Context: an optimization exercise on an open-source flow, tuned for small area. The choices shown serve that exercise and are no tape-out recipe.
The RTL was checked by simulation tests, not by an equivalence proof against the original design.
No activity file was given, so power comes from the tool's default toggle rates.

run a:
Design systolic, start of the top module:
module systolic
#
(
    parameter   D_W  = 8,  
    parameter   D_W_ACC = 16,  
    parameter   N   = 8,
    parameter   M   = 16
)
(
    input   wire                                        clk,
    input   wire                                        rst,
    input   wire                                        enable_row_count_A,
    output  wire    [$clog2(M)-1:0]                     pixel_cntr_A,
    output  wire    [($clog2(M/N)?$clog2(M/N):1)-1:0]   slice_cntr_A,
    output  wire    [($clog2(M/N)?$clog2(M/N):1)-1:0]   pixel_cntr_B,
    output  wire    [$clog2(M)-1:0]                     slice_cntr_B,
    output  wire    [$clog2((M*M)/N)-1:0]               rd_addr_A,
    output  wire    [$clog2((M*M)/N)-1:0]               rd_addr_B,
    input   wire    [N*D_W-1:0]                         A,  
    input   wire    [N*D_W-1:0]                         B,  
    output  wire    [N*N*D_W_ACC-1:0]                   D,  
    output  wire    [N*N-1:0]                           valid_D  
);
wire wrap;
control control_inst
  (
    .clk                  (clk),
    .rst                  (rst),
    .enable_row_count     (enable_row_count_A),
    .pixel_cntr_A         (pixel_cntr_A),
    .slice_cntr_A         (slice_cntr_A),
  ...
export LEC_CHECK = 0
export CAP_MARGIN = 20
export CORE_MARGIN = 2
export CORE_UTILIZATION = 40
export SLEW_MARGIN = 20
export SYNTH_HIERARCHICAL = 1
export SYNTH_MINIMUM_KEEP_SIZE = 0
create_clock -name core_clock -period 7.0 [get_ports {clk}]
run.sh (not shown) runs the stock make flow with config.mk's settings and CLKGATE_MAP_FILE= SYNTH_SCRIPT=/design/flow/synth_recipe.tcl, a recipe that flattens the netlist after the stock synthesis.
Relative to run a, the following input files were edited for run b:
--- a/flow/design.v
+++ b/flow/design.v
@@ -225,13 +225,13 @@
 fa us53 (.a(c45), .b(s51), .c(accg[10]), .s(s53), .co(c53));
 wire s54, c54;
 fa us54 (.a(s52), .b(c46), .c(s53), .s(s54), .co(c54));
 wire s55, c55;
 fa us55 (.a(c47), .b(s54), .c(c48), .s(s55), .co(c55));
 wire s56, c56;
-ha us56 (.a(c49), .b(s55), .s(s56), .co(c56));
+fa us56 (.a(c49), .b(s55), .c(c50), .s(s56), .co(c56));
 wire s57, c57;
 fa us57 (.a(pp4_7), .b(pp5_6), .c(pp6_5), .s(s57), .co(c57));
 wire s58, c58;
 fa us58 (.a(pp7_4), .b(c51), .c(s57), .s(s58), .co(c58));
 wire s59, c59;
 fa us59 (.a(accg[11]), .b(c52), .c(s58), .s(s59), .co(c59));
@@ -243,41 +243,35 @@
 fa us62 (.a(pp5_7), .b(pp6_6), .c(pp7_5), .s(s62), .co(c62));
 wire s63, c63;
 fa us63 (.a(c57), .b(s62), .c(accg[12]), .s(s63), .co(c63));
 wire s64, c64;
 fa us64 (.a(c58), .b(s63), .c(c59), .s(s64), .co(c64));
 wire s65, c65;
-fa us65 (.a(s64), .b(c60), .c(c61), .s(s65), .co(c65));
+ha us65 (.a(s64), .b(c60), .s(s65), .co(c65));
 wire s66, c66;
 fa us66 (.a(pp6_7), .b(pp7_6), .c(c62), .s(s66), .co(c66));
 wire s67, c67;
 fa us67 (.a(accg[13]), .b(s66), .c(c63), .s(s67), .co(c67));
 wire s68, c68;
 fa us68 (.a(s67), .b(c64), .c(c65), .s(s68), .co(c68));
 wire s69, c69;
 fa us69 (.a(pp7_7), .b(accg[14]), .c(c66), .s(s69), .co(c69));
 wire s70, c70;
 fa us70 (.a(s69), .b(c67), .c(c68), .s(s70), .co(c70));
 wire x71 = accg[15] ^ c69 ^ c70;
-wire q10 = s56 ^ c50;
-wire g11 = s56 & c50;
-wire q11 = s61 ^ g11;
-wire pr11 = s56 & s61;
-wire g12 = pr11 & c50;
-wire q12 = s65 ^ g12;
-wire pr12 = pr11 & s65;
-wire g13 = pr12 & c50;
+wire q12 = s65 ^ c61;
+wire g13 = s65 & c61;
 wire q13 = s68 ^ g13;
-wire pr13 = pr12 & s68;
-wire g14 = pr13 & c50;
+wire pr13 = s65 & s68;
+wire g14 = pr13 & c61;
 wire q14 = s70 ^ g14;
 wire pr14 = pr13 & s70;
-wire g15 = pr14 & c50;
+wire g15 = pr14 & c61;
 wire q15 = x71 ^ g15;
 wire pr15 = pr14 & x71;
-wire [15:0] nxt = {q15, q14, q13, q12, q11, q10, s50, s43, s35, s27, s20, s14, s9, s5, s2, s0};
+wire [15:0] nxt = {q15, q14, q13, q12, s61, s56, s50, s43, s35, s27, s20, s14, s9, s5, s2, s0};
 always @(posedge clk) begin
     a_n <= in_a_n;
     b_n <= in_b_n;
     acc <= nxt;
 end
 endmodule
Notes after the runs:
- Run a has a lower met2 track demand over resource in global routing than run b.
- Reported for run b and run a, buffer depth of the longest clock path turned out identical to the last digit.
- Of run b and run a, the lower worst hold margin belongs to run b.
- Looking at fraction of power consumed by combinational cells, run b sits below run a.
- In the reports for run b and run a, the smaller fraction of final layout cells with drive strength greater than 1 belongs to run a.
- Floorplan die area: run b and run a compared, lower one is run b
- Synthesized area on run b is down relative to run a.
- Run b vs. run a: number of buffer cells added on primary ports about even; total of hold buffers inserted after clock tree synthesis about even.
- Compound-gate portion of the synthesized area of run b is on par with run a.

what the ideal ports hide:
The flow's constraints put no driver on any port. The routed layouts listed below were extracted and timed again, unchanged, in two steps. Step 1 sets driving cells, clkbuf_16 on the clock port and buf_2 on the other inputs (assumed; they add their load-dependent delay and slew). Step 2 moves the port delays by t, midway between the first and last clock arrival at a register: inputs arrive t later, outputs are due t later. That takes back most of the time a late clock gives input paths. Slacks: ideal / step 1 / step 2; pairs: ideal / step 1.
run | t, ns | setup WS [ns] | hold WS [ns] | latest minus earliest clock arrival (ns) | slew at the worst register clock pin (ns)
run a | 1.013 | 1.450 / 1.450 / 1.450 | 0.444 / 0.444 / 0.444 | 0.068 / 0.068 | 0.07 / 0.07
run b | 1.012 | 0.651 / 0.651 / 0.651 | 0.401 / 0.401 / 0.401 | 0.053 / 0.053 | 0.07 / 0.07
After both steps every run listed still meets setup and hold.
